Context: an optimization exercise on an open-source flow, tuned for small area and a short achievable clock period. The choices shown serve that exercise and are no tape-out recipe.
RTL that was checked went through simulation tests only; none was proved equivalent to the original.
For run 2, only the layout was checked, not whether the RTL still works.
No activity file was given, so power comes from the tool's default toggle rates.

**design/flow/flow/run.sh**
```bash
#!/bin/bash
# Own flow: the standard layout (standard.sh) with two changes.
#  1. Synthesis: ABC maps the combinational logic with flow/abc_area.script
#     (area-first mapping, then buffering and sizing) instead of ORFS's
#     abc_area.script.  It runs from a private copy of the ORFS scripts in
#     which only that file differs; synth_recipe.tcl (-nofsm -noshare,
#     flatten, rename) and everything else is the standard synthesis.
#  2. Layout: the port buffers that global placement inserts on every input
#     and output are sky130_fd_sc_hd__buf_1 cells, and ORFS's repair_timing
#     steps aim for 49.85 ns of setup slack (SETUP_SLACK_MARGIN) instead of 0,
#     so they size up the few gates on the slowest paths.  The clock period
#     and the SDC constraints are the design's, unchanged.
# Each tool's full output goes to synth.log / layout.log here (and ORFS's own
# per-step logs under orfs/logs/).
set -euo pipefail
rm -rf scripts_abc
cp -r "$FLOW_HOME/scripts" scripts_abc
cp flow/abc_area.script scripts_abc/abc_area.script
bash standard.sh SCRIPTS_DIR="$PWD/scripts_abc" synth > synth.log 2>&1
bash standard.sh SETUP_SLACK_MARGIN=49.85 "BUFFER_PORTS_ARGS=-buffer_cell sky130_fd_sc_hd__buf_1" finish > layout.log 2>&1
```
**design/flow/constraint.sdc**
```tcl
create_clock -name core_clock -period 70.0 [get_ports {i_clk}]
set_input_delay 14.0000 -clock core_clock [delete_from_list [all_inputs] [get_ports {i_clk}]]
set_output_delay 14.0000 -clock core_clock [all_outputs]
set_load 0.01 [all_outputs]
```
**design/flow/standard.sh**
```bash
#!/bin/bash
# synth_recipe.tcl (not shown) runs the flow's synth.tcl, then flattens the netlist and writes it again
# the make line also repeats each setting of config.mk as NAME=value (left out here)
make -C /OpenROAD-flow-scripts/flow DESIGN_CONFIG=/design/flow/config.mk WORK_HOME=/design/flow/orfs CLKGATE_MAP_FILE= SYNTH_SCRIPT=/design/flow/synth_recipe.tcl "${@:-finish}"
```
**design/flow/design.v**
```verilog
`default_nettype none
module sin_rom(m, c0, c1);
  input [5:0] m;
  wire [5:0] m;
  output [15:0] c0;
  wire [15:0] c0;
  output [7:0] c1;
  wire [7:0] c1;
  wire _000_;
  wire _001_;
  wire _002_;
  wire _003_;
  wire _004_;
  wire _005_;
  wire _006_;
  wire _007_;
  wire _008_;
  wire _009_;
  wire _010_;
  wire _011_;
  wire _012_;
  wire _013_;
  wire _014_;
  wire _015_;
  wire _016_;
  wire _017_;
  wire _018_;
  wire _019_;
  wire _020_;
  wire _021_;
  wire _022_;
  wire _023_;
  wire _024_;
  wire _025_;
  wire _026_;
  wire _027_;
  wire _028_;
  wire _029_;
  wire _030_;
  wire _031_;
  wire _032_;
  wire _033_;
  wire _034_;
  wire _035_;
  wire _036_;
  wire _037_;
  wire _038_;
  wire _039_;
  wire _040_;
  wire _041_;
  wire _042_;
  wire _043_;
  wire _044_;
  wire _045_;
  wire _046_;
  wire _047_;
  wire _048_;
  wire _049_;
  wire _050_;
  wire _051_;
  wire _052_;
  wire _053_;
  wire _054_;
  wire _055_;
  wire _056_;
  wire _057_;
  wire _058_;
  wire _059_;
  wire _060_;
  wire _061_;
  wire _062_;
  wire _063_;
  wire _064_;
  wire _065_;
  wire _066_;
  wire _067_;
  wire _068_;
  wire _069_;
  wire _070_;
  wire _071_;
  wire _072_;
  wire _073_;
  wire _074_;
  wire _075_;
  wire _076_;
  wire _077_;
  wire _078_;
  wire _079_;
  wire _080_;
  wire _081_;
  wire _082_;
  wire _083_;
  wire _084_;
  wire _085_;
  wire _086_;
  wire _087_;
  wire _088_;
  wire _089_;
  wire _090_;
  wire _091_;
  wire _092_;
  wire _093_;
  wire _094_;
  wire _095_;
  wire _096_;
  wire _097_;
  wire _098_;
  wire _099_;
  wire _100_;
  wire _101_;
  wire _102_;
  wire _103_;
  wire _104_;
  wire _105_;
  wire _106_;
  wire _107_;
  wire _108_;
  wire _109_;
  wire _110_;
  wire _111_;
  wire _112_;
  wire _113_;
  wire _114_;
  wire _115_;
  wire _116_;
  wire _117_;
  wire _118_;
  wire _119_;
  wire _120_;
  wire _121_;
  wire _122_;
  wire _123_;
  wire _124_;
  wire _125_;
  wire _126_;
  wire _127_;
  wire _128_;
  wire _129_;
  wire _130_;
  wire _131_;
  wire _132_;
  wire _133_;
  wire _134_;
  wire _135_;
  wire _136_;
  wire _137_;
  wire _138_;
  wire _139_;
  wire _140_;
  wire _141_;
  wire _142_;
  wire _143_;
  wire _144_;
  wire _145_;
  wire _146_;
  wire _147_;
  wire _148_;
  wire _149_;
  wire _150_;
  wire _151_;
  wire _152_;
  wire _153_;
  wire _154_;
  wire _155_;
  wire _156_;
  wire _157_;
  wire _158_;
  wire _159_;
  wire _160_;
  wire _161_;
  wire _162_;
  wire _163_;
  wire _164_;
  wire _165_;
  wire _166_;
  wire _167_;
  wire _168_;
  wire _169_;
  wire _170_;
  wire _171_;
  wire _172_;
  wire _173_;
  wire _174_;
  wire _175_;
  wire _176_;
  wire _177_;
  wire _178_;
  wire _179_;
  wire _180_;
  wire _181_;
  wire _182_;
  wire _183_;
  wire _184_;
  wire _185_;
  wire _186_;
  wire _187_;
  wire _188_;
  wire _189_;
  wire _190_;
  wire _191_;
  wire _192_;
  wire _193_;
  wire _194_;
  wire _195_;
  wire _196_;
  wire _197_;
  wire _198_;
  wire _199_;
  wire _200_;
  wire _201_;
  wire _202_;
  wire _203_;
  wire _204_;
  wire _205_;
  wire _206_;
  wire _207_;
  wire _208_;
  wire _209_;
  wire _210_;
  wire _211_;
  wire _212_;
  wire _213_;
  wire _214_;
  wire _215_;
  wire _216_;
  wire _217_;
  wire _218_;
  wire _219_;
  wire _220_;
  wire _221_;
  wire _222_;
  wire _223_;
  wire _224_;
  wire _225_;
  wire _226_;
  wire _227_;
  wire _228_;
  wire _229_;
  wire _230_;
  wire _231_;
  wire _232_;
  wire _233_;
  wire _234_;
  wire _235_;
  wire _236_;
  wire _237_;
  wire _238_;
  wire _239_;
  wire _240_;
  wire _241_;
  wire _242_;
  wire _243_;
  wire _244_;
  wire _245_;
  wire _246_;
  wire _247_;
  wire _248_;
  wire _249_;
  wire _250_;
  wire _251_;
  wire _252_;
  wire _253_;
  wire _254_;
  wire _255_;
  wire _256_;
  wire _257_;
  wire _258_;
  wire _259_;
  wire _260_;
  wire _261_;
  wire _262_;
  wire _263_;
  wire _264_;
  wire _265_;
  wire _266_;
  wire _267_;
  wire _268_;
  wire _269_;
  wire _270_;
  wire _271_;
  wire _272_;
  wire _273_;
  wire _274_;
  wire _275_;
  wire _276_;
  wire _277_;
  wire _278_;
  wire _279_;
  wire _280_;
  wire _281_;
  wire _282_;
  wire _283_;
  wire _284_;
  wire _285_;
  wire _286_;
  wire _287_;
  wire _288_;
  wire _289_;
  wire _290_;
  wire _291_;
  wire _292_;
  wire _293_;
  wire _294_;
  wire _295_;
  wire _296_;
  wire _297_;
  wire _298_;
  wire _299_;
  wire _300_;
  assign _193_ = ~m[5];
  assign _203_ = ~m[4];
  assign _214_ = ~(m[0] | m[1]);
  assign _224_ = ~(m[2] & m[3]);
  assign _234_ = ~(_224_ | _214_);
  assign _240_ = _203_ & ~(_234_);
  assign _241_ = _193_ & ~(_240_);
  assign _242_ = ~(m[2] | m[3]);
  assign _243_ = ~(_242_ & m[4]);
  assign _244_ = m[1] ? m[0] : m[2];
  assign _245_ = _244_ | _243_;
  assign _246_ = _242_ | m[4];
  assign _247_ = ~(_246_ & m[5]);
  assign _248_ = _247_ | ~(_245_);
  assign c1[6] = _248_ & ~(_241_);
  assign _249_ = m[2] & ~(m[3]);
  assign _250_ = m[3] & ~(m[2]);
  assign _251_ = _203_ & ~(_250_);
  assign _252_ = _251_ & ~(_249_);
  assign _253_ = m[5] & ~(_252_);
  assign _254_ = ~m[3];
  assign _255_ = m[0] & m[1];
  assign _256_ = ~(_255_ & _254_);
  assign _257_ = ~m[2];
  assign _258_ = m[1] | ~(m[3]);
  assign _259_ = _257_ & ~(_258_);
  assign _260_ = _259_ | _203_;
  assign _261_ = _260_ | _249_;
  assign _262_ = _256_ & ~(_261_);
  assign _263_ = _253_ & ~(_262_);
  assign _264_ = ~(m[1] | m[2]);
  assign _265_ = ~_264_;
  assign _266_ = m[0] & m[3];
  assign _267_ = _266_ | ~(_224_);
  assign _268_ = ~(_267_ & _265_);
  assign _269_ = _268_ | _203_;
  assign _270_ = _269_ & _241_;
  assign c1[5] = _270_ | _263_;
  assign _271_ = m[2] & ~(_214_);
  assign _272_ = _254_ & ~(_271_);
  assign _273_ = _268_ & ~(_272_);
  assign _274_ = _241_ & ~(_273_);
  assign _275_ = ~(_255_ & m[3]);
  assign _276_ = m[2] & ~(m[4]);
  assign _277_ = ~(_276_ & _275_);
  assign _278_ = ~_244_;
  assign _279_ = _255_ | _214_;
  assign _280_ = m[2] & ~(m[0]);
  assign _281_ = m[0] & ~(m[2]);
  assign _282_ = ~(_281_ | _280_);
  assign _283_ = ~(_282_ & m[3]);
  assign _284_ = ~(_283_ | _279_);
  assign _285_ = _278_ & ~(_284_);
  assign _286_ = m[4] & ~(_285_);
  assign _287_ = m[1] & m[2];
  assign _288_ = _287_ | _234_;
  assign _289_ = _286_ & ~(_288_);
  assign _290_ = _277_ & ~(_289_);
  assign _291_ = m[5] & ~(_290_);
  assign c1[4] = _291_ | _274_;
  assign _292_ = _271_ | ~(_267_);
  assign _293_ = _265_ & ~(_292_);
  assign _294_ = _293_ | _203_;
  assign _295_ = _244_ & ~(_282_);
  assign _296_ = _257_ & ~(_279_);
  assign _297_ = ~(_296_ | _295_);
  assign _298_ = _297_ & ~(m[3]);
  assign _299_ = _298_ | _294_;
  assign _300_ = _240_ & ~(_272_);
  assign _000_ = _300_ | m[5];
  assign _001_ = _299_ & ~(_000_);
  assign _002_ = ~(_280_ | _279_);
  assign _003_ = _254_ & ~(_002_);
  assign _004_ = _284_ | _203_;
  assign _005_ = _004_ | _003_;
  assign _006_ = _279_ & ~(_283_);
  assign _007_ = m[1] & ~(m[4]);
  assign _008_ = _007_ & ~(_006_);
  assign _009_ = _008_ | _193_;
  assign _010_ = _005_ & ~(_009_);
  assign c1[3] = _010_ | _001_;
  assign _011_ = _279_ & ~(_257_);
  assign _012_ = _011_ | _296_;
  assign _013_ = _012_ | _254_;
  assign _014_ = _254_ & ~(_214_);
  assign _015_ = _014_ & ~(_282_);
  assign _016_ = _015_ | _203_;
  assign _017_ = _016_ | ~(_013_);
  assign _018_ = m[0] & ~(_287_);
  assign _019_ = _018_ | _249_;
  assign _020_ = m[4] | ~(m[0]);
  assign _021_ = _019_ & ~(_020_);
  assign _022_ = _017_ & ~(_021_);
  assign _023_ = _022_ | _193_;
  assign _024_ = m[4] & ~(_287_);
  assign _025_ = _254_ ? _279_ : _012_;
  assign _026_ = _025_ | ~(_024_);
  assign _027_ = _272_ | m[4];
  assign _028_ = _264_ | _254_;
  assign _029_ = ~(_028_ | _271_);
  assign _030_ = _275_ & ~(_029_);
  assign _031_ = _030_ & ~(_027_);
  assign _032_ = _031_ | m[5];
  assign _033_ = _026_ & ~(_032_);
  assign c1[2] = _023_ & ~(_033_);
  assign _034_ = m[2] & ~(m[1]);
  assign _035_ = m[3] | ~(m[0]);
  assign _036_ = _034_ & ~(_035_);
  assign _037_ = ~(_036_ | _015_);
  assign _038_ = _258_ & ~(_203_);
  assign _039_ = _267_ & ~(_279_);
  assign _040_ = _038_ & ~(_039_);
  assign _041_ = ~(_040_ & _037_);
  assign _042_ = _287_ & ~(m[3]);
  assign _043_ = m[0] & m[2];
  assign _044_ = _043_ | m[4];
  assign _045_ = ~(_044_ | _042_);
  assign _046_ = _045_ & ~(_284_);
  assign _047_ = _041_ & ~(_046_);
  assign _048_ = _242_ & _214_;
  assign _049_ = _048_ | m[4];
  assign _050_ = _279_ & ~(_295_);
  assign _051_ = _050_ | _028_;
  assign _052_ = _242_ & ~(_279_);
  assign _053_ = _051_ & ~(_052_);
  assign _054_ = _053_ & ~(_049_);
  assign _055_ = ~(_272_ & _265_);
  assign _056_ = _055_ & _038_;
  assign _057_ = _056_ | _054_;
  assign c1[1] = _193_ ? _047_ : _057_;
  assign _058_ = ~_267_;
  assign _059_ = _011_ | _058_;
  assign _060_ = _034_ | m[3];
  assign _061_ = ~(_060_ & _059_);
  assign _062_ = m[3] & ~(_279_);
  assign _063_ = _034_ & ~(m[0]);
  assign _064_ = _063_ | _062_;
  assign _065_ = _256_ & ~(_064_);
  assign _066_ = m[4] ? _061_ : _065_;
  assign _067_ = _030_ & ~(_052_);
  assign _068_ = _203_ & ~(_067_);
  assign _069_ = _282_ | m[3];
  assign _070_ = _069_ | m[1];
  assign _071_ = _042_ | _203_;
  assign _072_ = _071_ | _266_;
  assign _073_ = _070_ & ~(_072_);
  assign _074_ = _073_ | _068_;
  assign c1[0] = _193_ ? _066_ : _074_;
  assign _075_ = _254_ & ~(_287_);
  assign _076_ = m[4] & ~(_075_);
  assign _077_ = _193_ & ~(_076_);
  assign _078_ = ~(_048_ & _203_);
  assign c0[15] = ~(_078_ & _077_);
  assign _079_ = m[5] & ~(_242_);
  assign c1[7] = ~(_079_ | _253_);
  assign _080_ = _049_ | ~(_268_);
  assign _081_ = ~(_080_ & _077_);
  assign c0[14] = ~(_081_ & c1[7]);
  assign _082_ = ~(_079_ & _240_);
  assign _083_ = _014_ | _244_;
  assign _084_ = _257_ & ~(_083_);
  assign _085_ = ~(_084_ | _042_);
  assign _086_ = _294_ | ~(_085_);
  assign _087_ = _294_ & ~(_085_);
  assign _088_ = _087_ | m[5];
  assign _089_ = _086_ & ~(_088_);
  assign c0[13] = _082_ & ~(_089_);
  assign _090_ = _276_ & ~(_029_);
  assign _091_ = _243_ & ~(_090_);
  assign _092_ = _091_ | _193_;
  assign _093_ = m[1] & ~(m[2]);
  assign _094_ = _267_ & ~(_093_);
  assign _095_ = _094_ | _062_;
  assign _096_ = _269_ & ~(_095_);
  assign _097_ = _276_ | _271_;
  assign _098_ = _097_ & ~(_007_);
  assign _099_ = _098_ | _096_;
  assign _100_ = _075_ & ~(_296_);
  assign _101_ = _100_ | m[5];
  assign _102_ = _099_ & ~(_101_);
  assign c0[12] = _092_ & ~(_102_);
  assign _103_ = _282_ & ~(_076_);
  assign _104_ = m[4] & m[3];
  assign _105_ = _104_ & ~(_002_);
  assign _106_ = _105_ | _103_;
  assign _107_ = m[1] & ~(m[3]);
  assign _108_ = ~(_293_ | _107_);
  assign _109_ = _108_ | m[4];
  assign _110_ = ~(_109_ & _261_);
  assign c0[11] = _193_ ? _106_ : _110_;
  assign _111_ = _107_ & ~(_280_);
  assign _112_ = _111_ | _260_;
  assign _113_ = ~(_012_ & m[3]);
  assign _114_ = ~(_035_ & _203_);
  assign _115_ = _113_ & ~(_114_);
  assign _116_ = _112_ & ~(_115_);
  assign _117_ = ~(m[4] | m[1]);
  assign _118_ = _282_ ? _254_ : _278_;
  assign _119_ = _012_ & ~(m[3]);
  assign _120_ = _119_ | ~(_118_);
  assign _121_ = _120_ & ~(_093_);
  assign _122_ = _014_ & ~(_121_);
  assign _123_ = ~(_013_ | _034_);
  assign _124_ = ~(_123_ | _260_);
  assign _125_ = _124_ & ~(_122_);
  assign _126_ = _125_ | _117_;
  assign c0[10] = m[5] ? _116_ : _126_;
  assign _127_ = _062_ | _234_;
  assign _128_ = _127_ | _016_;
  assign _129_ = _246_ & ~(_007_);
  assign _130_ = ~(_129_ | m[0]);
  assign _131_ = _128_ & ~(_130_);
  assign _132_ = _193_ & ~(_131_);
  assign _133_ = _050_ | ~(_258_);
  assign _134_ = ~(_133_ & _203_);
  assign _135_ = _260_ | _234_;
  assign _136_ = _037_ & ~(_135_);
  assign _137_ = _136_ | _193_;
  assign _138_ = _134_ & ~(_137_);
  assign c0[9] = _138_ | _132_;
  assign _139_ = m[3] & ~(m[0]);
  assign _140_ = _139_ | m[4];
  assign _141_ = _140_ | _050_;
  assign _142_ = _292_ & ~(_071_);
  assign _143_ = _141_ & ~(_142_);
  assign _144_ = _249_ & _214_;
  assign _145_ = _144_ | _107_;
  assign _146_ = _059_ & ~(_145_);
  assign _147_ = _146_ | _203_;
  assign _148_ = _272_ & ~(_049_);
  assign _149_ = _147_ & ~(_148_);
  assign c0[8] = m[5] ? _143_ : _149_;
  assign _150_ = _254_ & ~(_279_);
  assign _151_ = _203_ & ~(_150_);
  assign _152_ = _012_ | ~(_139_);
  assign _153_ = m[5] & ~(_152_);
  assign _154_ = _151_ & ~(_153_);
  assign _155_ = m[1] & ~(m[0]);
  assign _156_ = _254_ ? _155_ : _279_;
  assign _157_ = _297_ & ~(_156_);
  assign _158_ = _157_ | _250_;
  assign _159_ = _193_ ? _121_ : _158_;
  assign _160_ = m[4] & ~(_159_);
  assign c0[7] = _160_ | _154_;
  assign _161_ = _006_ | ~(_035_);
  assign _162_ = ~(_161_ & _203_);
  assign _163_ = _258_ | m[0];
  assign _164_ = ~(_163_ & _024_);
  assign _165_ = ~(_164_ | _052_);
  assign _166_ = _162_ & ~(_165_);
  assign _167_ = ~_083_;
  assign _168_ = ~(_280_ | _258_);
  assign _169_ = _069_ & ~(_168_);
  assign _170_ = m[4] ? _167_ : _169_;
  assign c0[6] = _193_ ? _166_ : _170_;
  assign _171_ = ~(_118_ & _203_);
  assign _172_ = _038_ & ~(_155_);
  assign _173_ = _172_ & ~(_094_);
  assign _174_ = _171_ & ~(_173_);
  assign _175_ = _094_ | _203_;
  assign _176_ = _175_ | _122_;
  assign _177_ = _025_ & ~(_080_);
  assign _178_ = _176_ & ~(_177_);
  assign c0[5] = _193_ ? _174_ : _178_;
  assign _179_ = ~(_151_ & _058_);
  assign _180_ = m[4] & ~(_034_);
  assign _181_ = _180_ & ~(_156_);
  assign _182_ = _179_ & ~(_181_);
  assign _183_ = ~(_144_ | _266_);
  assign _184_ = _183_ | _294_;
  assign _185_ = _283_ & ~(m[4]);
  assign _186_ = _185_ & ~(_296_);
  assign _187_ = _184_ & ~(_186_);
  assign c0[4] = _193_ ? _182_ : _187_;
  assign _188_ = _019_ & ~(_036_);
  assign _189_ = _203_ & ~(_188_);
  assign _190_ = _024_ & ~(_118_);
  assign _191_ = _190_ | m[5];
  assign _192_ = _191_ | _189_;
  assign _194_ = _036_ | m[3];
  assign _195_ = _194_ | _255_;
  assign _196_ = _195_ & ~(_071_);
  assign _197_ = _189_ | ~(_027_);
  assign _198_ = _197_ & ~(_259_);
  assign _199_ = _198_ | _196_;
  assign _200_ = ~(_059_ & m[5]);
  assign _201_ = _199_ & ~(_200_);
  assign c0[3] = _192_ & ~(_201_);
  assign _202_ = _048_ | _017_;
  assign _204_ = _069_ & ~(_095_);
  assign _205_ = _151_ & ~(_204_);
  assign _206_ = _202_ & ~(_205_);
  assign _207_ = _206_ | m[5];
  assign _208_ = _053_ & ~(_161_);
  assign _209_ = ~(_275_ & m[4]);
  assign _210_ = _209_ | _208_;
  assign _211_ = _039_ | m[4];
  assign _212_ = _194_ & ~(_211_);
  assign _213_ = _212_ | _193_;
  assign _215_ = _210_ & ~(_213_);
  assign c0[2] = _207_ & ~(_215_);
  assign _216_ = _158_ & ~(_214_);
  assign _217_ = _055_ & ~(_216_);
  assign _218_ = _217_ | _203_;
  assign _219_ = ~(_060_ | _012_);
  assign _220_ = _251_ & ~(_219_);
  assign _221_ = _220_ | _193_;
  assign _222_ = _218_ & ~(_221_);
  assign _223_ = _129_ | _123_;
  assign _225_ = _048_ | _203_;
  assign _226_ = _225_ | _111_;
  assign _227_ = ~(_226_ | _029_);
  assign _228_ = _227_ | m[5];
  assign _229_ = _223_ & ~(_228_);
  assign c0[1] = _229_ | _222_;
  assign _230_ = _012_ & ~(_133_);
  assign _231_ = _240_ & ~(_230_);
  assign _232_ = _119_ | _203_;
  assign _233_ = _152_ & ~(_232_);
  assign _235_ = _233_ | _231_;
  assign _236_ = _251_ & ~(_156_);
  assign _237_ = _236_ | _117_;
  assign _238_ = _237_ & ~(_281_);
  assign _239_ = _238_ | _286_;
  assign c0[0] = m[5] ? _235_ : _239_;
endmodule
module sin_qrom(mq, aq, ex, qn);
  input [0:0] mq;
  wire [0:0] mq;
  input [2:0] aq;
  wire [2:0] aq;
  input [1:0] ex;
  wire [1:0] ex;
  output [3:0] qn;
  wire [3:0] qn;
  wire _00_;
  wire _01_;
  wire _02_;
  wire _03_;
  wire _04_;
  wire _05_;
  wire _06_;
  wire _07_;
  wire _08_;
  wire _09_;
  wire _10_;
  wire _11_;
  wire _12_;
  wire _13_;
  wire _14_;
  wire _15_;
  assign _00_ = ex[1] & ~(ex[0]);
  assign _01_ = ~(mq | aq[1]);
  assign _02_ = ~(aq[0] & aq[2]);
  assign _03_ = _02_ | _01_;
  assign _04_ = ~(mq & aq[1]);
  assign _05_ = aq[2] & ~(_04_);
  assign _06_ = _03_ & ~(_05_);
  assign _07_ = aq[0] & ~(_04_);
  assign _08_ = _07_ | _06_;
  assign _09_ = ex[0] & ~(ex[1]);
  assign _10_ = ~(_09_ | _00_);
  assign _11_ = ~(_10_ | _08_);
  assign _12_ = ~(_11_ | _06_);
  assign qn[3] = ~(_12_ | _00_);
  assign _13_ = ~(_12_ & _00_);
  assign qn[2] = _13_ & ~(qn[3]);
  assign _14_ = _10_ & _08_;
  assign qn[1] = ~(_14_ | _11_);
  assign _15_ = _07_ | aq[2];
  assign qn[0] = ~(_15_ & _03_);
endmodule
module sin_fa
( input  wire a
, input  wire b
, input  wire c
, output wire s
, output wire co
);
assign s = a ^ b ^ c;
assign co = (a & b) | (a & c) | (b & c);
endmodule
module sin_ha
( input  wire a
, input  wire b
, output wire s
, output wire co
);
assign s = a ^ b;
assign co = a & b;
endmodule
`default_nettype none
module saw2sin
( input  wire        i_clk
, input  wire [15:0] i_saw
, output logic [15:0] o_sin
);
wire inv = i_saw[15];
wire rev = i_saw[14];
wire [13:0] v = i_saw[13:0] ^ {14{rev}};
wire [5:0] m = v[13:8];
wire [7:0] x = {~i_saw[7], i_saw[6:0]};
wire [6:0] a = x[7] ? ~x[6:0] : x[6:0];
wire [15:0] c0;
wire [7:0] c1;
sin_rom rom (.m(m), .c0(c0), .c1(c1));
wire [3:0] qn;
sin_qrom qrom (.mq(m[5:5]), .aq(a[6:4]), .ex({inv, bneg[3]}), .qn(qn));
wire [3:0] bneg, bone, btwo;
assign bneg[0] = x[1] ^ rev;
assign bone[0] = x[0] ^ 1'b0;
assign btwo[0] = (x[1] & ~x[0] & ~1'b0) | (~x[1] & x[0] & 1'b0);
assign bneg[1] = x[3] ^ rev;
assign bone[1] = x[2] ^ x[1];
assign btwo[1] = (x[3] & ~x[2] & ~x[1]) | (~x[3] & x[2] & x[1]);
assign bneg[2] = x[5] ^ rev;
assign bone[2] = x[4] ^ x[3];
assign btwo[2] = (x[5] & ~x[4] & ~x[3]) | (~x[5] & x[4] & x[3]);
assign bneg[3] = x[7] ^ rev;
assign bone[3] = x[6] ^ x[5];
assign btwo[3] = (x[7] & ~x[6] & ~x[5]) | (~x[7] & x[6] & x[5]);
wire b_pp0_5 = (((bone[0] & c1[5]) | (btwo[0] & c1[4])) ^ bneg[0]);
wire b_pp0_6 = (((bone[0] & c1[6]) | (btwo[0] & c1[5])) ^ bneg[0]);
wire b_pp0_7 = (((bone[0] & c1[7]) | (btwo[0] & c1[6])) ^ bneg[0]);
wire b_pp0_8 = ((btwo[0] & c1[7]) ^ bneg[0]);
wire b_nneg0 = ~bneg[0];
wire b_pp1_3 = (((bone[1] & c1[3]) | (btwo[1] & c1[2])) ^ bneg[1]);
wire b_pp1_4 = (((bone[1] & c1[4]) | (btwo[1] & c1[3])) ^ bneg[1]);
wire b_pp1_5 = (((bone[1] & c1[5]) | (btwo[1] & c1[4])) ^ bneg[1]);
wire b_pp1_6 = (((bone[1] & c1[6]) | (btwo[1] & c1[5])) ^ bneg[1]);
wire b_pp1_7 = (((bone[1] & c1[7]) | (btwo[1] & c1[6])) ^ bneg[1]);
wire b_pp1_8 = ((btwo[1] & c1[7]) ^ bneg[1]);
wire b_nneg1 = ~bneg[1];
wire b_pp2_1 = (((bone[2] & c1[1]) | (btwo[2] & c1[0])) ^ bneg[2]);
wire b_pp2_2 = (((bone[2] & c1[2]) | (btwo[2] & c1[1])) ^ bneg[2]);
wire b_pp2_3 = (((bone[2] & c1[3]) | (btwo[2] & c1[2])) ^ bneg[2]);
wire b_pp2_4 = (((bone[2] & c1[4]) | (btwo[2] & c1[3])) ^ bneg[2]);
wire b_pp2_5 = (((bone[2] & c1[5]) | (btwo[2] & c1[4])) ^ bneg[2]);
wire b_pp2_6 = (((bone[2] & c1[6]) | (btwo[2] & c1[5])) ^ bneg[2]);
wire b_pp2_7 = (((bone[2] & c1[7]) | (btwo[2] & c1[6])) ^ bneg[2]);
wire b_pp2_8 = ((btwo[2] & c1[7]) ^ bneg[2]);
wire b_nneg2 = ~bneg[2];
wire b_pp3_0 = ((bone[3] & c1[0]) ^ bneg[3]);
wire b_pp3_1 = (((bone[3] & c1[1]) | (btwo[3] & c1[0])) ^ bneg[3]);
wire b_pp3_2 = (((bone[3] & c1[2]) | (btwo[3] & c1[1])) ^ bneg[3]);
wire b_pp3_3 = (((bone[3] & c1[3]) | (btwo[3] & c1[2])) ^ bneg[3]);
wire b_pp3_4 = (((bone[3] & c1[4]) | (btwo[3] & c1[3])) ^ bneg[3]);
wire b_pp3_5 = (((bone[3] & c1[5]) | (btwo[3] & c1[4])) ^ bneg[3]);
wire b_pp3_6 = (((bone[3] & c1[6]) | (btwo[3] & c1[5])) ^ bneg[3]);
wire b_pp3_7 = (((bone[3] & c1[7]) | (btwo[3] & c1[6])) ^ bneg[3]);
wire b_pp3_8 = ((btwo[3] & c1[7]) ^ bneg[3]);
wire b_nneg3 = ~bneg[3];
wire b_q0 = qn[0];
wire b_q1 = qn[1];
wire b_q2 = qn[2];
wire b_q3 = qn[3];
wire ws1, wc1;
sin_fa u_ws1 (.a(b_pp0_5), .b(b_pp1_3), .c(b_pp2_1), .s(ws1), .co(wc1));
wire ws2, wc2;
sin_ha u_ws2 (.a(b_q0), .b(c0[0]), .s(ws2), .co(wc2));
wire ws3, wc3;
sin_fa u_ws3 (.a(b_pp0_6), .b(b_pp1_4), .c(b_pp2_2), .s(ws3), .co(wc3));
wire ws4, wc4;
sin_fa u_ws4 (.a(b_pp3_0), .b(b_q1), .c(c0[1]), .s(ws4), .co(wc4));
wire ws5, wc5;
sin_fa u_ws5 (.a(b_pp0_7), .b(b_pp1_5), .c(b_pp2_3), .s(ws5), .co(wc5));
wire ws6, wc6;
sin_fa u_ws6 (.a(b_pp3_1), .b(b_q2), .c(c0[2]), .s(ws6), .co(wc6));
wire ws7, wc7;
sin_fa u_ws7 (.a(b_pp0_8), .b(b_pp1_6), .c(b_pp2_4), .s(ws7), .co(wc7));
wire ws8, wc8;
sin_fa u_ws8 (.a(b_pp3_2), .b(b_q3), .c(c0[3]), .s(ws8), .co(wc8));
wire ws9, wc9;
sin_fa u_ws9 (.a(b_nneg0), .b(b_pp1_7), .c(b_pp2_5), .s(ws9), .co(wc9));
wire ws10, wc10;
sin_ha u_ws10 (.a(b_pp3_3), .b(c0[4]), .s(ws10), .co(wc10));
wire ws11, wc11;
sin_fa u_ws11 (.a(b_pp1_8), .b(b_pp2_6), .c(b_pp3_4), .s(ws11), .co(wc11));
wire ws12, wc12;
sin_fa u_ws12 (.a(b_nneg1), .b(b_pp2_7), .c(b_pp3_5), .s(ws12), .co(wc12));
wire ws13, wc13;
sin_fa u_ws13 (.a(b_pp2_8), .b(b_pp3_6), .c(c0[7]), .s(ws13), .co(wc13));
wire ws14, wc14;
sin_fa u_ws14 (.a(b_nneg2), .b(b_pp3_7), .c(c0[8]), .s(ws14), .co(wc14));
wire ws15, wc15;
sin_fa u_ws15 (.a(wc1), .b(wc2), .c(ws3), .s(ws15), .co(wc15));
wire ws16, wc16;
sin_fa u_ws16 (.a(wc3), .b(wc4), .c(ws5), .s(ws16), .co(wc16));
wire ws17, wc17;
sin_fa u_ws17 (.a(wc5), .b(wc6), .c(ws7), .s(ws17), .co(wc17));
wire ws18, wc18;
sin_fa u_ws18 (.a(wc7), .b(wc8), .c(ws9), .s(ws18), .co(wc18));
wire ws19, wc19;
sin_fa u_ws19 (.a(wc9), .b(wc10), .c(ws11), .s(ws19), .co(wc19));
wire ws20, wc20;
sin_fa u_ws20 (.a(wc11), .b(ws12), .c(c0[6]), .s(ws20), .co(wc20));
wire ws21, wc21;
sin_fa u_ws21 (.a(wc14), .b(b_pp3_8), .c(c0[9]), .s(ws21), .co(wc21));
wire ws22, wc22;
sin_fa u_ws22 (.a(wc15), .b(ws16), .c(ws6), .s(ws22), .co(wc22));
wire ws23, wc23;
sin_fa u_ws23 (.a(wc16), .b(ws17), .c(ws8), .s(ws23), .co(wc23));
wire ws24, wc24;
sin_fa u_ws24 (.a(wc17), .b(ws18), .c(ws10), .s(ws24), .co(wc24));
wire ws25, wc25;
sin_fa u_ws25 (.a(wc18), .b(ws19), .c(c0[5]), .s(ws25), .co(wc25));
wire ws26, wc26;
sin_fa u_ws26 (.a(wc20), .b(wc12), .c(ws13), .s(ws26), .co(wc26));
wire ws27, wc27;
sin_fa u_ws27 (.a(wc21), .b(b_nneg3), .c(c0[10]), .s(ws27), .co(wc27));
wire ws28, wc28;
sin_fa u_ws28 (.a(wc25), .b(wc19), .c(ws20), .s(ws28), .co(wc28));
wire ws29, wc29;
sin_fa u_ws29 (.a(wc26), .b(wc13), .c(ws14), .s(ws29), .co(wc29));
wire [15:0] ra = {c0[15], c0[14], c0[13], c0[12], wc27, ws27, wc29, ws29, wc28, ws28, wc24, wc23, wc22, ws22, ws15, ws1};
wire [15:0] rb = {1'b0, 1'b0, 1'b0, 1'b0, c0[11], 1'b0, ws21, 1'b0, ws26, 1'b0, ws25, ws24, ws23, 1'b0, ws4, ws2};
wire [15:0] z;
wire [15:0] pg_g0 = ra & rb;
wire [15:0] pg_p0 = ra ^ rb;
wire pfx_g1 = pg_g0[1] | (pg_p0[1] & pg_g0[0]);
wire pfx_p1 = pg_p0[1] & pg_p0[0];
wire pfx_g2 = pg_g0[3] | (pg_p0[3] & pg_g0[2]);
wire pfx_p2 = pg_p0[3] & pg_p0[2];
wire pfx_g3 = pg_g0[5] | (pg_p0[5] & pg_g0[4]);
wire pfx_p3 = pg_p0[5] & pg_p0[4];
wire pfx_g4 = pg_g0[7] | (pg_p0[7] & pg_g0[6]);
wire pfx_p4 = pg_p0[7] & pg_p0[6];
wire pfx_g5 = pg_g0[9] | (pg_p0[9] & pg_g0[8]);
wire pfx_p5 = pg_p0[9] & pg_p0[8];
wire pfx_g6 = pg_g0[11] | (pg_p0[11] & pg_g0[10]);
wire pfx_p6 = pg_p0[11] & pg_p0[10];
wire pfx_g7 = pg_g0[13] | (pg_p0[13] & pg_g0[12]);
wire pfx_p7 = pg_p0[13] & pg_p0[12];
wire pfx_g8 = pg_g0[15] | (pg_p0[15] & pg_g0[14]);
wire pfx_p8 = pg_p0[15] & pg_p0[14];
wire pfx_g9 = pfx_g2 | (pfx_p2 & pfx_g1);
wire pfx_p9 = pfx_p2 & pfx_p1;
wire pfx_g10 = pfx_g4 | (pfx_p4 & pfx_g3);
wire pfx_p10 = pfx_p4 & pfx_p3;
wire pfx_g11 = pfx_g6 | (pfx_p6 & pfx_g5);
wire pfx_p11 = pfx_p6 & pfx_p5;
wire pfx_g12 = pfx_g8 | (pfx_p8 & pfx_g7);
wire pfx_p12 = pfx_p8 & pfx_p7;
wire pfx_g13 = pfx_g10 | (pfx_p10 & pfx_g9);
wire pfx_p13 = pfx_p10 & pfx_p9;
wire pfx_g14 = pfx_g12 | (pfx_p12 & pfx_g11);
wire pfx_p14 = pfx_p12 & pfx_p11;
wire pfx_g15 = pfx_g14 | (pfx_p14 & pfx_g13);
wire pfx_p15 = pfx_p14 & pfx_p13;
wire pfx_g16 = pfx_g11 | (pfx_p11 & pfx_g13);
wire pfx_p16 = pfx_p11 & pfx_p13;
wire pfx_g17 = pfx_g3 | (pfx_p3 & pfx_g9);
wire pfx_p17 = pfx_p3 & pfx_p9;
wire pfx_g18 = pfx_g5 | (pfx_p5 & pfx_g13);
wire pfx_p18 = pfx_p5 & pfx_p13;
wire pfx_g19 = pfx_g7 | (pfx_p7 & pfx_g16);
wire pfx_p19 = pfx_p7 & pfx_p16;
wire pfx_g20 = pg_g0[2] | (pg_p0[2] & pfx_g1);
wire pfx_p20 = pg_p0[2] & pfx_p1;
wire pfx_g21 = pg_g0[4] | (pg_p0[4] & pfx_g9);
wire pfx_p21 = pg_p0[4] & pfx_p9;
wire pfx_g22 = pg_g0[6] | (pg_p0[6] & pfx_g17);
wire pfx_p22 = pg_p0[6] & pfx_p17;
wire pfx_g23 = pg_g0[8] | (pg_p0[8] & pfx_g13);
wire pfx_p23 = pg_p0[8] & pfx_p13;
wire pfx_g24 = pg_g0[10] | (pg_p0[10] & pfx_g18);
wire pfx_p24 = pg_p0[10] & pfx_p18;
wire pfx_g25 = pg_g0[12] | (pg_p0[12] & pfx_g16);
wire pfx_p25 = pg_p0[12] & pfx_p16;
wire pfx_g26 = pg_g0[14] | (pg_p0[14] & pfx_g19);
wire pfx_p26 = pg_p0[14] & pfx_p19;
wire [15:0] pg_pi = pg_p0 ^ {16{inv}};
assign z[0] = pg_pi[0];
assign z[1] = pg_pi[1] ^ pg_g0[0];
assign z[2] = pg_pi[2] ^ pfx_g1;
assign z[3] = pg_pi[3] ^ pfx_g20;
assign z[4] = pg_pi[4] ^ pfx_g9;
assign z[5] = pg_pi[5] ^ pfx_g21;
assign z[6] = pg_pi[6] ^ pfx_g17;
assign z[7] = pg_pi[7] ^ pfx_g22;
assign z[8] = pg_pi[8] ^ pfx_g13;
assign z[9] = pg_pi[9] ^ pfx_g23;
assign z[10] = pg_pi[10] ^ pfx_g18;
assign z[11] = pg_pi[11] ^ pfx_g24;
assign z[12] = pg_pi[12] ^ pfx_g16;
assign z[13] = pg_pi[13] ^ pfx_g25;
assign z[14] = pg_pi[14] ^ pfx_g19;
assign z[15] = pg_pi[15] ^ pfx_g26;
wire [14:0] zi = z[15:1];
logic [15:0] sin_q;
always_ff @(posedge i_clk) sin_q <= {~inv, zi};
always_comb o_sin = sin_q;
endmodule
```
**design/flow/config.mk**
```make
export PLATFORM = sky130hd
export DESIGN_NAME = saw2sin
export DESIGN_NICKNAME = saw2sin
export VERILOG_FILES = /design/flow/design.v
export SDC_FILE = /design/flow/constraint.sdc
export NUM_CORES = 4
export LEC_CHECK = 0
export ABC_AREA = 1
export CAP_MARGIN = 20
export CORE_MARGIN = 2
export CORE_UTILIZATION = 40
export SLEW_MARGIN = 20
export SYNTH_HIERARCHICAL = 1
```
**design/flow/flow/abc_area.script**
```
strash
dch
map -a
topo
stime -c
buffer -c
upsize -c
dnsize -c
```
==> results of run 1 <==
==> cells in the mapped netlist, types with 3 or more instances <==
library cell,instances
nand2_1,49
a32o_1,3
a21oi_2,4
fa_1,27
o21ai_1,4
o21ai_0,26
nor2_2,7
nor3_1,9
o22ai_1,28
a21oi_1,30
a22oi_1,4
inv_2,8
inv_1,55
ha_1,22
nor2_1,60
clkbuf_1,8
nand3_1,10
dfxtp_1,16
o211ai_1,3
a31oi_1,11
nand4_1,3
xor2_1,46
buf_2,7
xnor2_1,26
o31ai_1,5
==> cell families after synthesis <==
kind of cell,after synthesis,share of synthesized area
AOI/OAI and AO/OA,126,0.2262
xor gates and xnor gates,73,0.1842
adders and majority gates,49,0.2323
buffers and inverters,82,0.09227
DFF,16,0.09120
and+or+nand+nor,143,0.1739
==> stage by stage <==
stage / std cells / total power [µW] / area, µm²
2_1_floorplan: 489 / 168.5 / 3512
3_3_place_gp: 615 / 200.8 / 3721
3_5_place_dp: 615 / 202.5 / 3721
4_1_cts: 618 / 209.9 / 3807
5_1_grt: 621 / 237.1 / 3831
6_report: 621 / 209.5 / 3831
==> timing repair <==
action,CTS,global route
cloned,0,0
setup endpoints to repair,8,8
gates resized for setup,6,6
setup buffers,0,3
pin swaps,0,2
==> modules after synthesis (local to each module, per instance) <==
module    times used  flops+latches  cell area, µm²  cells inside
sin_rom            1              0            1292           256
saw2sin            1             16            1554           189
sin_qrom           1              0           100.1            15
sin_fa            27              0           20.02             1
sin_ha             2              0           12.51             1
==> power by group through the flow <==
stage	combinational, µW	sequential (µW)	clock, µW
floorplan	147	21.3	0
CTS	185	18.3	6.64
detailed placement	184	18.5	0
global route	211	18.8	6.99
global placement	182	18.5	0
finish	185	18.3	6.28
==> final timing paths <==
| check | start | to | slack, ns |
|---|---|---|---|
| worst max-delay path | i_saw[14] | sin_q[14]$_DFF_P_ | 50.19 |
| worst min-delay path | i_saw[15] | sin_q[15]$_DFF_P_ | 14.37 |
==> layout make-up <==
class                           count  area, µm²
Clock buffer                        3      41.29
Multi-Input combinational cell    391       2918
Inverter                           64      240.2
Sequential cell                    16      320.3
Fill cell                         880       4805
Tap cell                          108      135.1
Timing Repair Buffer               39      176.4
==> layer usage <==
metal / track usage / vias up / share of wire
met3: 0.03597 / 55 / 0.11
met4: 0.1218 / 0 / 0.054
met5: 0 / - / 0
li1: - / 1680 / -
met1: 0.3129 / 1587 / 0.42
met2: 0.3294 / 272 / 0.42
==> impl_metrics.tcl, run 1 <==
set metrics [dict create \
    status "complete, no violations" \
    ys.flop_type "dfxtp_1" \
    seq_area_frac_synth 0.09120 \
    cts_hold_buffers 0 \
    internal-power_uw 100.2 \
    crit_slowest_cell "clkinv_1" \
    clkPwrFrac 0.030 \
    drc 0 \
    core_mm2 0.008636 \
    dpl.hpwl_um 8467 \
    max_cap_viol_count 0 \
    pre_cts_ws_ns 49.07 \
    vias 3594 \
    grt_pass1_wl_um 17420 \
    endpoint_kind "flip-flop" \
    top_register "sin_q" \
    yosysTopAreaCellShare 0.1539 \
    switching_share 0.5215 \
    die_x_um 97.71 \
    yosysWarnings 7 \
    syn_area_mm2 0.003512 \
    holdPathStages 2 \
    track_usage 0.2236 \
    criticalPathCategory "primary input to flip-flop" \
    comb_power_share 0.883 \
    yosys.area.top_type "fa_1" \
    clkTransAtPathRegs_ns 0.05 \
    syn_to_final_growth_pct 9.084 \
    wl_per_cell_um 16.97 \
    grt_pass1_vias 3496 \
    period_minus_slack_ns 19.81 \
    netlist_instances 489 \
    initial_core_util 0.4067 \
    grt_overflow 0 \
    layout_common_cells "nor2_1, inv_1, nand2_1" \
    fin_ws_ns 50.19 \
    globalplace.congestion 1.090 \
    crit_fanout 35 \
    synth_area_leaders "fa_1, xor2_1, dfxtp_1" \
    largest_reg_flops 16 \
    dr.pass1.iters 6 \
    cts_buffers 3 \
    finalHoldViolCount 0 \
    max_freq_mhz 50.48 \
    final_util 0.4436 \
    cts.path.max_buffers 2 \
    ys_async_sr_fraction 0 \
    fin_nets 581 \
    required_ns 70.12 \
    synth_seq_cells 16 \
    cp_num_buf_inv 5 \
    drtIter0Drc 439 \
    synth_area_per_cell_um2 7.182 \
    cp_common_cell "fa_1" \
    die_h_um 97.71 \
    num_rows 34 \
    postRouteWirelength_um 10540 \
    setup_viol 0 \
    fin_tns_setup_ns 0 \
    n_antenna_cell 0 \
    powerDensity_mw_per_mm2 54.67 \
    whs_ns 14.37 \
    rsz0062_at_grt "no" \
    ant_nets 0 \
    switchingPower_uw 109.2 \
    cts-root-buf "clkbuf_8" \
    critical-path-top-delay-family "adder cells" \
    drive_gt1_frac 0.08382 \
    vdd_ir_drop_max_uv 26.28 \
    synth_cell_types 40 \
    hold_class "primary input to flip-flop" \
    p_leak_uw 0.001634 \
    synth_edf_count 0 \
    layout_commonest_cell "nor2_1" \
    reg.largest.list "sin_q: 16 flops" \
    max_stage_delay_ns 0.61 \
    cts_tree "built" \
    grt_max_degree 36 \
    path_depth 25 \
    numClockSinks 16 \
    io-pin-count 33 \
    antenna_found_initial 0 \
    vias_per_cell 5.787 \
    min_period_over_period 0.2830 \
    die-area_mm2 0.009546 \
    critPathLaunchType "primary input" \
    slew_headroom 0.2880 \
    worstMarginPinSlew_ns 1.068 \
    io_buffers 32 \
    htreeDepth 1 \
    final_max_slew_viol_count 0 \
    syn_nets 555 \
    power_frac_seq 0.087 \
    cp_data_arrival_time_ns 19.93 \
]
==> run 2: changes to the inputs <==
--- a/design/flow/design.v
+++ b/design/flow/design.v
@@ -763,66 +763,70 @@
 wire b_q1 = qn[1];
 wire b_q2 = qn[2];
 wire b_q3 = qn[3];
-wire ws1, wc1;
-sin_fa u_ws1 (.a(b_pp0_5), .b(b_pp1_3), .c(b_pp2_1), .s(ws1), .co(wc1));
-wire ws2, wc2;
-sin_ha u_ws2 (.a(b_q0), .b(c0[0]), .s(ws2), .co(wc2));
-wire ws3, wc3;
-sin_fa u_ws3 (.a(b_pp0_6), .b(b_pp1_4), .c(b_pp2_2), .s(ws3), .co(wc3));
-wire ws4, wc4;
-sin_fa u_ws4 (.a(b_pp3_0), .b(b_q1), .c(c0[1]), .s(ws4), .co(wc4));
-wire ws5, wc5;
-sin_fa u_ws5 (.a(b_pp0_7), .b(b_pp1_5), .c(b_pp2_3), .s(ws5), .co(wc5));
-wire ws6, wc6;
-sin_fa u_ws6 (.a(b_pp3_1), .b(b_q2), .c(c0[2]), .s(ws6), .co(wc6));
-wire ws7, wc7;
-sin_fa u_ws7 (.a(b_pp0_8), .b(b_pp1_6), .c(b_pp2_4), .s(ws7), .co(wc7));
-wire ws8, wc8;
-sin_fa u_ws8 (.a(b_pp3_2), .b(b_q3), .c(c0[3]), .s(ws8), .co(wc8));
-wire ws9, wc9;
-sin_fa u_ws9 (.a(b_nneg0), .b(b_pp1_7), .c(b_pp2_5), .s(ws9), .co(wc9));
-wire ws10, wc10;
-sin_ha u_ws10 (.a(b_pp3_3), .b(c0[4]), .s(ws10), .co(wc10));
-wire ws11, wc11;
-sin_fa u_ws11 (.a(b_pp1_8), .b(b_pp2_6), .c(b_pp3_4), .s(ws11), .co(wc11));
-wire ws12, wc12;
-sin_fa u_ws12 (.a(b_nneg1), .b(b_pp2_7), .c(b_pp3_5), .s(ws12), .co(wc12));
-wire ws13, wc13;
-sin_fa u_ws13 (.a(b_pp2_8), .b(b_pp3_6), .c(c0[7]), .s(ws13), .co(wc13));
-wire ws14, wc14;
-sin_fa u_ws14 (.a(b_nneg2), .b(b_pp3_7), .c(c0[8]), .s(ws14), .co(wc14));
-wire ws15, wc15;
-sin_fa u_ws15 (.a(wc1), .b(wc2), .c(ws3), .s(ws15), .co(wc15));
-wire ws16, wc16;
-sin_fa u_ws16 (.a(wc3), .b(wc4), .c(ws5), .s(ws16), .co(wc16));
-wire ws17, wc17;
-sin_fa u_ws17 (.a(wc5), .b(wc6), .c(ws7), .s(ws17), .co(wc17));
-wire ws18, wc18;
-sin_fa u_ws18 (.a(wc7), .b(wc8), .c(ws9), .s(ws18), .co(wc18));
-wire ws19, wc19;
-sin_fa u_ws19 (.a(wc9), .b(wc10), .c(ws11), .s(ws19), .co(wc19));
-wire ws20, wc20;
-sin_fa u_ws20 (.a(wc11), .b(ws12), .c(c0[6]), .s(ws20), .co(wc20));
-wire ws21, wc21;
-sin_fa u_ws21 (.a(wc14), .b(b_pp3_8), .c(c0[9]), .s(ws21), .co(wc21));
-wire ws22, wc22;
-sin_fa u_ws22 (.a(wc15), .b(ws16), .c(ws6), .s(ws22), .co(wc22));
-wire ws23, wc23;
-sin_fa u_ws23 (.a(wc16), .b(ws17), .c(ws8), .s(ws23), .co(wc23));
-wire ws24, wc24;
-sin_fa u_ws24 (.a(wc17), .b(ws18), .c(ws10), .s(ws24), .co(wc24));
-wire ws25, wc25;
-sin_fa u_ws25 (.a(wc18), .b(ws19), .c(c0[5]), .s(ws25), .co(wc25));
-wire ws26, wc26;
-sin_fa u_ws26 (.a(wc20), .b(wc12), .c(ws13), .s(ws26), .co(wc26));
-wire ws27, wc27;
-sin_fa u_ws27 (.a(wc21), .b(b_nneg3), .c(c0[10]), .s(ws27), .co(wc27));
-wire ws28, wc28;
-sin_fa u_ws28 (.a(wc25), .b(wc19), .c(ws20), .s(ws28), .co(wc28));
-wire ws29, wc29;
-sin_fa u_ws29 (.a(wc26), .b(wc13), .c(ws14), .s(ws29), .co(wc29));
-wire [15:0] ra = {c0[15], c0[14], c0[13], c0[12], wc27, ws27, wc29, ws29, wc28, ws28, wc24, wc23, wc22, ws22, ws15, ws1};
-wire [15:0] rb = {1'b0, 1'b0, 1'b0, 1'b0, c0[11], 1'b0, ws21, 1'b0, ws26, 1'b0, ws25, ws24, ws23, 1'b0, ws4, ws2};
+wire hs1, hc2;
+sin_ha u_hs1 (.a(b_pp0_5), .b(b_pp1_3), .s(hs1), .co(hc2));
+wire fs3, fc4;
+sin_fa u_fs3 (.a(b_pp0_6), .b(b_pp1_4), .c(b_pp2_2), .s(fs3), .co(fc4));
+wire hs5, hc6;
+sin_ha u_hs5 (.a(b_pp3_0), .b(b_q1), .s(hs5), .co(hc6));
+wire fs7, fc8;
+sin_fa u_fs7 (.a(b_pp0_7), .b(b_pp1_5), .c(b_pp2_3), .s(fs7), .co(fc8));
+wire fs9, fc10;
+sin_fa u_fs9 (.a(b_pp3_1), .b(b_q2), .c(c0[2]), .s(fs9), .co(fc10));
+wire fs11, fc12;
+sin_fa u_fs11 (.a(b_pp0_8), .b(b_pp1_6), .c(b_pp2_4), .s(fs11), .co(fc12));
+wire fs13, fc14;
+sin_fa u_fs13 (.a(b_pp3_2), .b(b_q3), .c(c0[3]), .s(fs13), .co(fc14));
+wire fs15, fc16;
+sin_fa u_fs15 (.a(b_nneg0), .b(b_pp1_7), .c(b_pp2_5), .s(fs15), .co(fc16));
+wire hs17, hc18;
+sin_ha u_hs17 (.a(b_pp3_3), .b(c0[4]), .s(hs17), .co(hc18));
+wire fs19, fc20;
+sin_fa u_fs19 (.a(b_pp1_8), .b(b_pp2_6), .c(b_pp3_4), .s(fs19), .co(fc20));
+wire hs21, hc22;
+sin_ha u_hs21 (.a(b_nneg1), .b(b_pp2_7), .s(hs21), .co(hc22));
+wire hs23, hc24;
+sin_ha u_hs23 (.a(hs1), .b(b_pp2_1), .s(hs23), .co(hc24));
+wire fs25, fc26;
+sin_fa u_fs25 (.a(fs3), .b(hs5), .c(c0[1]), .s(fs25), .co(fc26));
+wire fs27, fc28;
+sin_fa u_fs27 (.a(fs7), .b(fs9), .c(fc4), .s(fs27), .co(fc28));
+wire fs29, fc30;
+sin_fa u_fs29 (.a(fs11), .b(fs13), .c(fc8), .s(fs29), .co(fc30));
+wire fs31, fc32;
+sin_fa u_fs31 (.a(fs15), .b(hs17), .c(fc12), .s(fs31), .co(fc32));
+wire fs33, fc34;
+sin_fa u_fs33 (.a(fs19), .b(c0[5]), .c(fc16), .s(fs33), .co(fc34));
+wire fs35, fc36;
+sin_fa u_fs35 (.a(hs21), .b(b_pp3_5), .c(c0[6]), .s(fs35), .co(fc36));
+wire fs37, fc38;
+sin_fa u_fs37 (.a(b_pp2_8), .b(b_pp3_6), .c(c0[7]), .s(fs37), .co(fc38));
+wire hs39, hc40;
+sin_ha u_hs39 (.a(b_nneg2), .b(b_pp3_7), .s(hs39), .co(hc40));
+wire hs41, hc42;
+sin_ha u_hs41 (.a(hs23), .b(b_q0), .s(hs41), .co(hc42));
+wire fs43, fc44;
+sin_fa u_fs43 (.a(fs25), .b(hc2), .c(hc24), .s(fs43), .co(fc44));
+wire fs45, fc46;
+sin_fa u_fs45 (.a(fs27), .b(hc6), .c(fc26), .s(fs45), .co(fc46));
+wire fs47, fc48;
+sin_fa u_fs47 (.a(fs29), .b(fc10), .c(fc28), .s(fs47), .co(fc48));
+wire fs49, fc50;
+sin_fa u_fs49 (.a(fs31), .b(fc14), .c(fc30), .s(fs49), .co(fc50));
+wire fs51, fc52;
+sin_fa u_fs51 (.a(fs33), .b(hc18), .c(fc32), .s(fs51), .co(fc52));
+wire fs53, fc54;
+sin_fa u_fs53 (.a(fs35), .b(fc20), .c(fc34), .s(fs53), .co(fc54));
+wire fs55, fc56;
+sin_fa u_fs55 (.a(fs37), .b(hc22), .c(fc36), .s(fs55), .co(fc56));
+wire fs57, fc58;
+sin_fa u_fs57 (.a(hs39), .b(c0[8]), .c(fc38), .s(fs57), .co(fc58));
+wire fs59, fc60;
+sin_fa u_fs59 (.a(b_pp3_8), .b(c0[9]), .c(hc40), .s(fs59), .co(fc60));
+wire hs61, hc62;
+sin_ha u_hs61 (.a(b_nneg3), .b(c0[10]), .s(hs61), .co(hc62));
+wire [15:0] ra = {c0[15], c0[14], c0[13], c0[12], c0[11], hs61, fs59, fs57, fs55, fs53, fs51, fs49, fs47, fs45, fs43, hs41};
+wire [15:0] rb = {1'b0, 1'b0, 1'b0, 1'b0, hc62, fc60, fc58, fc56, fc54, fc52, fc50, fc48, fc46, fc44, hc42, c0[0]};
 wire [15:0] z;
 wire [15:0] pg_g0 = ra & rb;
 wire [15:0] pg_p0 = ra ^ rb;
--- a/design/flow/flow/run.sh
+++ b/design/flow/flow/run.sh
@@ -7,7 +7,7 @@
 #     flatten, rename) and everything else is the standard synthesis.
 #  2. Layout: the port buffers that global placement inserts on every input
 #     and output are sky130_fd_sc_hd__buf_1 cells, and ORFS's repair_timing
-#     steps aim for 49.85 ns of setup slack (SETUP_SLACK_MARGIN) instead of 0,
+#     steps aim for 49.7 ns of setup slack (SETUP_SLACK_MARGIN) instead of 0,
 #     so they size up the few gates on the slowest paths.  The clock period
 #     and the SDC constraints are the design's, unchanged.
 # Each tool's full output goes to synth.log / layout.log here (and ORFS's own
@@ -17,4 +17,4 @@
 cp -r "$FLOW_HOME/scripts" scripts_abc
 cp flow/abc_area.script scripts_abc/abc_area.script
 bash standard.sh SCRIPTS_DIR="$PWD/scripts_abc" synth > synth.log 2>&1
-bash standard.sh SETUP_SLACK_MARGIN=49.85 "BUFFER_PORTS_ARGS=-buffer_cell sky130_fd_sc_hd__buf_1" finish > layout.log 2>&1
+bash standard.sh SETUP_SLACK_MARGIN=49.7 "BUFFER_PORTS_ARGS=-buffer_cell sky130_fd_sc_hd__buf_1" finish > layout.log 2>&1
--- a/design/flow/config.mk
+++ b/design/flow/config.mk
@@ -9,5 +9,8 @@
 export CAP_MARGIN = 20
 export CORE_MARGIN = 2
 export CORE_UTILIZATION = 40
+export CTS_BUF_LIST = sky130_fd_sc_hd__clkbuf_4
+export CTS_CLUSTER_DIAMETER = 300
+export CTS_CLUSTER_SIZE = 50
 export SLEW_MARGIN = 20
 export SYNTH_HIERARCHICAL = 1
==> run 2 against run 1 <==
  * Still clean on timing, DRC and antenna
  * Cell area grew 1.2%
  * Routed wire length is 12% higher
  * Area after synthesis increased by 2.5%
  * Sequential cell count unchanged
  * Non-clock buffer count decreased by 3
  * Clock power is 27% lower
  * Utilization increased by 0.098 points
  * Sequential power hardly changed
  * Largest cell class unchanged
  * Largest power group unchanged
  * Highest routed layer unchanged
==> impl_metrics.tcl, run 2 <==
set metrics [dict create \
    synth_edf_count 0 \
    crit_fanout 10 \
    synth_most_common_cell "nor2_1" \
    max_freq_mhz 50.07 \
    rsz0062_at_grt "no" \
    cts_hold_buffers 0 \
    n_antenna_cell 0 \
    yosys-top-cells-count "nor2_1, inv_1, nand2_1" \
    dpl.hpwl_um 9692 \
    hold_class "primary input to flip-flop" \
    layout_common_cells "nor2_1, inv_1, nand2_1" \
    netlist_instances 507 \
    fin_tns_setup_ns 0 \
    required_ns 70.16 \
    synth_cell_types 40 \
    powerDensity_mw_per_mm2 58.60 \
    synth_area_leaders "fa_1, ha_1, xor2_1" \
    holdPathStages 2 \
    seq_area_frac_synth 0.08898 \
    period_minus_slack_ns 19.97 \
    critical-path-top-delay-family "adder cells" \
    synth_seq_cells 16 \
    max_stage_delay_ns 0.52 \
    largest_reg_flops 16 \
    worstMarginPinSlew_ns 0.7692 \
    cts_tree "built" \
    die_h_um 98.87 \
    num_rows 34 \
    crit_slowest_cell "fa_1" \
    criticalPathCategory "primary input to flip-flop" \
    reg.largest.list "sin_q: 16 flops" \
    cp_num_buf_inv 6 \
    cts.path.max_buffers 2 \
    top_register "sin_q" \
    yosys.area.top_type "fa_1" \
    status "complete, no violations" \
    synth_area_per_cell_um2 7.100 \
    io-pin-count 33 \
    layout_commonest_cell "nor2_1" \
    cts-root-buf "clkbuf_4" \
    syn_nets 579 \
    grt_pass1_wl_um 18430 \
    clkTransAtPathRegs_ns 0.09 \
    p_leak_uw 0.001697 \
    drc 0 \
    cts_buffers 3 \
    final_max_slew_viol_count 0 \
    syn_area_mm2 0.003600 \
    yosysTopAreaCellShare 0.1279 \
    critPathLaunchType "primary input" \
    p_total_uw 227.2 \
    vias_per_cell 5.779 \
    endpoint_kind "flip-flop" \
    postRouteWirelength_um 11790 \
    numClockSinks 16 \
    ant_nets 0 \
    drtIter0Drc 339 \
    fin_nets 602 \
    vdd_ir_drop_max_uv 38.10 \
    track_usage 0.2397 \
    core_mm2 0.008721 \
    initial_core_util 0.4128 \
    setup_viol 0 \
    dr.pass1.iters 7 \
    drive_gt1_frac 0.07372 \
    io_buffers 32 \
    vias 3681 \
    min_period_over_period 0.2853 \
    htreeDepth 1 \
    cp_data_arrival_time_ns 20.13 \
    max_cap_viol_count 0 \
    globalplace.congestion 1.061 \
    critPathLaunch "i_saw[14]" \
    holdPathEnd "sin_q[15]$_DFF_P_" \
    ys_async_sr_fraction 0 \
    final_util 0.4446 \
    finalHoldViolCount 0 \
    syn_to_final_growth_pct 7.716 \
    slew_headroom 0.4838 \
    grt_pass1_vias 3511 \
    yosysWarnings 7 \
    die-area_mm2 0.009774 \
    grt_max_degree 35 \
    grt_overflow 0 \
    antenna_found_initial 0 \
    wl_per_cell_um 18.51 \
    ys.flop_type "dfxtp_1" \
    die_x_um 98.87 \
    hp-start "i_saw[15]" \
]
-- run 2: cell count changes after synthesis, moves of 2 or more --
cell	change
ha_1	+10
nand2_1	-3
fa_1	-4
o21bai_1	+2
inv_1	+5
nor2_1	+5
-- run 2: worst max path at each step --
stage / end / depth (start not counted) / slack [ns]
floorplan: sin_q[14]$_DFF_P_ / 30 / 50.38
global placement: sin_q[14]$_DFF_P_ / 30 / 49.08
detailed placement: sin_q[14]$_DFF_P_ / 30 / 49.07
CTS: sin_q[14]$_DFF_P_ / 30 / 49.88
global route: sin_q[14]$_DFF_P_ / 30 / 49.74
finish: sin_q[14]$_DFF_P_ / 30 / 50.03
-- run 2: Yosys stat by module, one instance, submodules excluded --
module / cells / copies in the design
sin_fa: 1 / 23
sin_rom: 256 / 1
sin_qrom: 15 / 1
saw2sin: 205 / 1
sin_ha: 1 / 8
-- run 2: kinds of logic (layout without fill, tap and decap cells) --
group	after synthesis	after routing	share of synthesized area
AO/OA/AOI/OAI	129	129	0.2239
XOR/XNOR	72	72	0.1773
adder cells (fa/ha/maj)	55	55	0.2391
buffers and inverters	88	110	0.09628
flip-flops	16	16	0.08898
AND/OR/NAND/NOR	147	147	0.1745
-- run 2: routing by layer --
layer	up-vias	GRT usage	wire length (µm)
met3	34	0.02695	935
met2	213	0.3633	5062
met1	1695	0.3402	5303
li1	1739	-	-
met5	-	0	0
met4	0	0.1117	489
-- run 2: where the power goes --
group	internal, µW	leakage [µW]	switching [µW]	total [µW]
Combinational	84.7	0.00155	119	204
Sequential	17.5	0.000135	0.903	18.5
Clock	2.07	0.0000154	2.53	4.59
-- run 2: layout make-up --
type                       count  area (µm²)
clock buffer                   3       22.52
clock inverter                 1       3.754
fill                         900        4843
inverter                      70       262.8
multi-input combinational    403        2978
sequential                    16       320.3
tap                          108       135.1
timing repair buffer          36       155.1
-- run 2: what timing repair did --
action                                  in CTS  in global routing
pin swaps                                    0                  1
endpoints found under the setup margin       9                  6
resized for setup                            6                  3
endpoints found under the hold margin        0                  0
setup buffers                                0                  0
-- run 2: through the flow --
step	setup WS, ns	hold WS, ns	instance area (µm²)	instances
finish	50.03	14.22	3877	637
global route	49.74	14.23	3877	637
CTS	49.88	14.38	3880	637
detailed placement	49.07	14.38	3809	633
global placement	49.08	14.39	3809	633
floorplan	50.38	14.30	3600	507

==> static timing again, ports no longer ideal <==
No port has a modelled driver above. Below, the same layouts with a new extraction and two added sets of constraints. Step 1 sets driving cells, clkbuf_16 on the clock port and buf_2 on the other inputs (assumed; they add their load-dependent delay and slew). Step 2 times the ports against the registers' clock, not the clock port: input delays grow and output delays shrink by t, the midpoint of the rising clock arrivals with the driver on. Slacks: no drivers / after step 1 / after step 2; pairs: no drivers / after step 1.
run	t (ns)	setup slack, ns	worst register clock-pin slew, ns	pins driven straight from the clock port
run 1	0.260	50.189 / 50.189 / 49.930	0.05 / 0.05	1
run 2	0.294	50.029 / 50.027 / 49.733	0.09 / 0.09	1
After both steps every run listed still meets setup and hold. For run 2, which loses most, drivers alone change the setup slack by -0.002 ns; drivers and shift together by -0.296 ns.
